From an optimization exercise on the open Yosys and OpenROAD flow, aimed at small area and a short achievable clock period; shortcuts taken in it are not production practice. The RTL was checked by simulation tests, not by an equivalence proof against the original design. The clock input has no modelled driver; a real chip could not lean on it and would need a root buffer or a full tree.

Setup of run A:
## mul16_top
module mul16_top(
    input clk,
    input [15:0] a,
    input [15:0] b,
    output reg [31:0] res
);
Size in the first run: ~860 cells after synthesis, ~64 flip-flops.
clock: 22.0 ns
lec_check: 0
cap_margin: 20
core_margin: 2
core_utilization: 60
slew_margin: 20
synth_hierarchical: 1
standard.sh (not shown) runs the stock make flow with config.mk's settings and CLKGATE_MAP_FILE= SYNTH_SCRIPT=/design/flow/synth_recipe.tcl, a recipe that flattens the netlist after the stock synthesis.
==> flow/flow/run.sh <==
#!/bin/bash
# Own layout flow: the standard ORFS flow (standard.sh), with
#  - port buffers of a small, fast buffer cell instead of the default delay buffer;
#  - the clock tree rebuilt after CTS as one level of four buffers driven by the clock
#    port (flatten_clock_core.tcl), which shortens the clock's insertion delay for all
#    registers alike;
#  - after that, and after global routing, timing repair aiming for setup slack above a
#    margin, so that the design is sized for the period it can reach rather than left at
#    minimum size by the loose clock.
# make's output goes to standard.log here; ORFS keeps each step's log in orfs/logs.
set -euo pipefail
cd "$(dirname "$0")/.."
export FLOW_DIR_OWN="$PWD/flow"
export FLOW_SETUP_MARGIN=16.98
export SETUP_MOVE_SEQUENCE=sizeup,swap
export FLOW_IN_REG_CELL=sky130_fd_sc_hd__dfxtp_4
export FLOW_CLK_LEAF_CELL=sky130_fd_sc_hd__clkbuf_8
export BUFFER_PORTS_ARGS="-buffer_cell sky130_fd_sc_hd__buf_1"
export CTS_ARGS="-sink_clustering_enable -repair_clock_nets -dont_use_dummy_load -buf_list sky130_fd_sc_hd__clkbuf_8"
export POST_CTS_TCL="$PWD/flow/flatten_clock_post.tcl"
export PRE_GLOBAL_ROUTE_TCL="$PWD/flow/grt_margin.tcl"
bash standard.sh > standard.log 2>&1
==> flow/flow/flatten_clock_core.tcl <==
# Rebuild the clock tree that CTS made as a single level: the clock port drives
# NLEAF clock buffers directly, each driving the registers of one region of the
# core. This removes the root buffer level and so the clock's insertion delay
# (it does not skew registers against each other: all go through one buffer).
set nleaf 4
set bufcell sky130_fd_sc_hd__clkbuf_16
if {[info exists ::env(FLOW_CLK_LEAF_CELL)] && $::env(FLOW_CLK_LEAF_CELL) ne ""} { set bufcell $::env(FLOW_CLK_LEAF_CELL) }
set block [ord::get_db_block]
set clknet [$block findNet clk]
# every register clock pin (sink) of the tree, and every clock-tree buffer
set sinks {}
set bufs {}
set todo [list $clknet]
while {[llength $todo]} {
  set net [lindex $todo 0]
  set todo [lrange $todo 1 end]
  foreach it [$net getITerms] {
    if {![$it isInputSignal] && [$it getIoType] ne "INPUT"} { continue }
    set inst [$it getInst]
    set m [[$inst getMaster] getName]
    if {[string match "sky130_fd_sc_hd__clkbuf*" $m] || [string match "sky130_fd_sc_hd__clkinv*" $m] || [string match "sky130_fd_sc_hd__buf*" $m]} {
      if {[lsearch -exact $bufs $inst] < 0} {
        lappend bufs $inst
        foreach o [$inst getITerms] {
          if {[$o isOutputSignal]} { lappend todo [$o getNet] }
        }
      }
    } else {
      lappend sinks $it
    }
  }
}
puts "flatten_clock: [llength $sinks] sinks, [llength $bufs] buffers"
# split the sinks into nleaf groups: halves by x, then each half by y
proc loc {it} {
  set b [[$it getInst] getBBox]
  return [list [expr {([$b xMin] + [$b xMax]) / 2}] [expr {([$b yMin] + [$b yMax]) / 2}]]
}
proc split_by {items idx} {
  set s [lsort -real -index 1 [lmap it $items {list $it [lindex [loc $it] $idx]}]]
  set n [expr {[llength $s] / 2}]
  return [list [lmap p [lrange $s 0 [expr {$n - 1}]] {lindex $p 0}] [lmap p [lrange $s $n end] {lindex $p 0}]]
}
set groups {}
foreach half [split_by $sinks 0] {
  foreach q [split_by $half 1] { lappend groups $q }
}
# remove the old tree
foreach inst $bufs {
  foreach o [$inst getITerms] {
    if {[$o isOutputSignal]} {
      set n [$o getNet]
      foreach it [$n getITerms] { $it disconnect }
      odb::dbNet_destroy $n
    }
  }
  odb::dbInst_destroy $inst
}
# one buffer per group, at the group's centre
set master [[ord::get_db] findMaster $bufcell]
set k 0
foreach g $groups {
  set sx 0; set sy 0
  foreach it $g { lassign [loc $it] x y; incr sx $x; incr sy $y }
  set cx [expr {$sx / [llength $g]}]; set cy [expr {$sy / [llength $g]}]
  set inst [odb::dbInst_create $block $master "clkbuf_leaf_$k"]
  set net [odb::dbNet_create $block "clknet_leaf_$k"]
  $net setSigType CLOCK
  [$inst findITerm A] connect $clknet
  [$inst findITerm X] connect $net
  foreach it $g { $it connect $net }
  $inst setLocation $cx $cy
  $inst setPlacementStatus PLACED
  puts "flatten_clock: clkbuf_leaf_$k drives [llength $g] sinks"
  incr k
}
==> flow/flow/flatten_clock_post.tcl <==
source $::env(FLOW_DIR_OWN)/flatten_clock_core.tcl
if {[info exists ::env(FLOW_IN_REG_CELL)] && $::env(FLOW_IN_REG_CELL) ne ""} {
  foreach inst [get_cells {a_r* b_r*}] {
    replace_cell $inst $::env(FLOW_IN_REG_CELL)
  }
}
# optionally a stronger cell for the buffers that drive the output ports
if {[info exists ::env(FLOW_OUT_BUF_CELL)] && $::env(FLOW_OUT_BUF_CELL) ne ""} {
  foreach bt [[ord::get_db_block] getBTerms] {
    if {[$bt getIoType] ne "OUTPUT"} { continue }
    foreach it [[$bt getNet] getITerms] {
      if {[$it isOutputSignal]} {
        replace_cell [get_cells [[$it getInst] getName]] $::env(FLOW_OUT_BUF_CELL)
      }
    }
  }
}
detailed_placement
estimate_parasitics -placement
# size the design for the period it can reach: repair setup against a margin
set ::env(SETUP_SLACK_MARGIN) $::env(FLOW_SETUP_MARGIN)
repair_timing_helper
detailed_placement
check_placement -verbose
==> flow/flow/grt_margin.tcl <==
# the global-route stage's timing repair uses the same setup margin as after CTS
set ::env(SETUP_SLACK_MARGIN) $::env(FLOW_SETUP_MARGIN)
Run A: full flow OK, the timing, design-rule and antenna checks passed
For run B, these inputs were changed with respect to run A:
--- a/flow/flow/run.sh
+++ b/flow/flow/run.sh
@@ -13,4 +13,3 @@
 export FLOW_DIR_OWN="$PWD/flow"
-export FLOW_SETUP_MARGIN=16.98
-export SETUP_MOVE_SEQUENCE=sizeup,swap
+export FLOW_SETUP_MARGIN=0
 export FLOW_IN_REG_CELL=sky130_fd_sc_hd__dfxtp_4
--- a/flow/config.mk
+++ b/flow/config.mk
@@ -9,3 +9,3 @@
 export CORE_MARGIN = 2
-export CORE_UTILIZATION = 60
+export CORE_UTILIZATION = 55
 export SLEW_MARGIN = 20
### Flow results
Of run B and run A, it is run B that has the higher non-filler instance count after layout. Run B vs. run A: worst hold slack after final layout up 0.046 ns, async set-reset flop share out of synthesis closely matched the old numbers, overall via count from detail_route saw an increase, count of nets left with antenna violations after detail routing level. Summary of run B over run A: post-route minimum period now larger; final period utilization saw an increase; wire length of the first global-routing pass increased 1.5%.
Setup changes, run B to run C
--- a/flow/flow/run.sh
+++ b/flow/flow/run.sh
@@ -15,3 +15,3 @@
 export FLOW_IN_REG_CELL=sky130_fd_sc_hd__dfxtp_4
-export FLOW_CLK_LEAF_CELL=sky130_fd_sc_hd__clkbuf_8
+export FLOW_OUT_BUF_CELL=sky130_fd_sc_hd__buf_2
 export BUFFER_PORTS_ARGS="-buffer_cell sky130_fd_sc_hd__buf_1"
--- a/flow/flow/flatten_clock_core.tcl
+++ b/flow/flow/flatten_clock_core.tcl
@@ -6,3 +6,2 @@
 set bufcell sky130_fd_sc_hd__clkbuf_16
-if {[info exists ::env(FLOW_CLK_LEAF_CELL)] && $::env(FLOW_CLK_LEAF_CELL) ne ""} { set bufcell $::env(FLOW_CLK_LEAF_CELL) }
 set block [ord::get_db_block]
--- a/flow/flow/flatten_clock_post.tcl
+++ b/flow/flow/flatten_clock_post.tcl
@@ -8,8 +8,5 @@
 if {[info exists ::env(FLOW_OUT_BUF_CELL)] && $::env(FLOW_OUT_BUF_CELL) ne ""} {
-  foreach bt [[ord::get_db_block] getBTerms] {
-    if {[$bt getIoType] ne "OUTPUT"} { continue }
-    foreach it [[$bt getNet] getITerms] {
-      if {[$it isOutputSignal]} {
-        replace_cell [get_cells [[$it getInst] getName]] $::env(FLOW_OUT_BUF_CELL)
-      }
+  foreach port [get_ports -filter "direction == output"] {
+    foreach pin [get_pins -of_objects [get_nets -of_objects $port] -filter "direction == output"] {
+      replace_cell [get_cells -of_objects $pin] $::env(FLOW_OUT_BUF_CELL)
     }
### Flow results
- Run C did not make it past clock tree synthesis (4_1_cts), where a tool error ended it.
- Number of placed instances, taps included came out exactly the same in run B and run C.
- [compare] base=run B new=run C: overall die width has remained practically unchanged; HPWL after detailed placement has remained practically unchanged; number of cell rows has remained practically unchanged; synthesized cell count has remained practically unchanged; number of sinks handled by clock tree synthesis has remained practically unchanged.
- [compare] base=run B new=run C: number of input and output port buffers inserted shows no meaningful change; net count of the mapped netlist shows no meaningful change; vertical die dimension shows no meaningful change.
- As far as sequential element share of the synthesized area is concerned, run B and run C perform about the same.
- Area after synthesis delta (run B -> run C): insignificant
Input-level comparison between run D and run C:
--- a/flow/flow/run.sh
+++ b/flow/flow/run.sh
@@ -13,5 +13,6 @@
 export FLOW_DIR_OWN="$PWD/flow"
-export FLOW_SETUP_MARGIN=0
-export FLOW_IN_REG_CELL=sky130_fd_sc_hd__dfxtp_4
-export FLOW_OUT_BUF_CELL=sky130_fd_sc_hd__buf_2
+export FLOW_SETUP_MARGIN=16.93
+export SETUP_MOVE_SEQUENCE=sizeup,swap
+export FLOW_IN_REG_CELL=
+export FLOW_CLK_LEAF_CELL=sky130_fd_sc_hd__clkbuf_8
 export BUFFER_PORTS_ARGS="-buffer_cell sky130_fd_sc_hd__buf_1"
--- a/flow/flow/flatten_clock_core.tcl
+++ b/flow/flow/flatten_clock_core.tcl
@@ -6,2 +6,3 @@
 set bufcell sky130_fd_sc_hd__clkbuf_16
+if {[info exists ::env(FLOW_CLK_LEAF_CELL)] && $::env(FLOW_CLK_LEAF_CELL) ne ""} { set bufcell $::env(FLOW_CLK_LEAF_CELL) }
 set block [ord::get_db_block]
--- a/flow/flow/flatten_clock_post.tcl
+++ b/flow/flow/flatten_clock_post.tcl
@@ -8,5 +8,8 @@
 if {[info exists ::env(FLOW_OUT_BUF_CELL)] && $::env(FLOW_OUT_BUF_CELL) ne ""} {
-  foreach port [get_ports -filter "direction == output"] {
-    foreach pin [get_pins -of_objects [get_nets -of_objects $port] -filter "direction == output"] {
-      replace_cell [get_cells -of_objects $pin] $::env(FLOW_OUT_BUF_CELL)
+  foreach bt [[ord::get_db_block] getBTerms] {
+    if {[$bt getIoType] ne "OUTPUT"} { continue }
+    foreach it [[$bt getNet] getITerms] {
+      if {[$it isOutputSignal]} {
+        replace_cell [get_cells [[$it getInst] getName]] $::env(FLOW_OUT_BUF_CELL)
+      }
     }
--- a/flow/config.mk
+++ b/flow/config.mk
@@ -9,3 +9,3 @@
 export CORE_MARGIN = 2
-export CORE_UTILIZATION = 55
+export CORE_UTILIZATION = 60
 export SLEW_MARGIN = 20
## What came out
Looking at run C and run D, the synthesized cell count is a wash. Of run C and run D, only run D finishes the flow clean. No final results exist for run C, since it was stopped by error STA-0100 during clock tree synthesis (4_1_cts). [compare] base=run C new=run D: weighted congestion at the end of routability-driven global placement moved up; pre-CTS setup slack moved up.
The clock cells of run A, run B and run D come from the design's own scripts or RTL, not from TritonCTS.

[afterwards: timing with drivers on the ports]
The results above use ideal ports. As a check the final layouts listed here were re-extracted and re-timed, cells and wires unchanged. Step 1 assumes that a clkbuf_16 drives the clock port and a buf_2 every other input. Step 2 moves the port delays by t, midway between the first and last clock arrival at a register: inputs arrive t later, outputs are due t later. That takes back most of the time a late clock gives input paths. Slacks: ideal / step 1 / step 2; pairs: ideal / step 1.
run	shift t [ns]	setup slack, ns	hold slack, ns	clock arrival spread, ns	worst slew at a driven data input, ns
run A	0.232	16.991 / 16.917 / 17.149	0.607 / 0.607 / 0.607	0.013 / 0.014	0.04
run B	0.231	16.953 / 16.878 / 16.999	0.653 / 0.653 / 0.653	0.015 / 0.015	0.04
run D	0.233	16.965 / 16.891 / 17.073	0.613 / 0.613 / 0.613	0.014 / 0.013	0.04
After both steps every run listed still meets setup and hold.
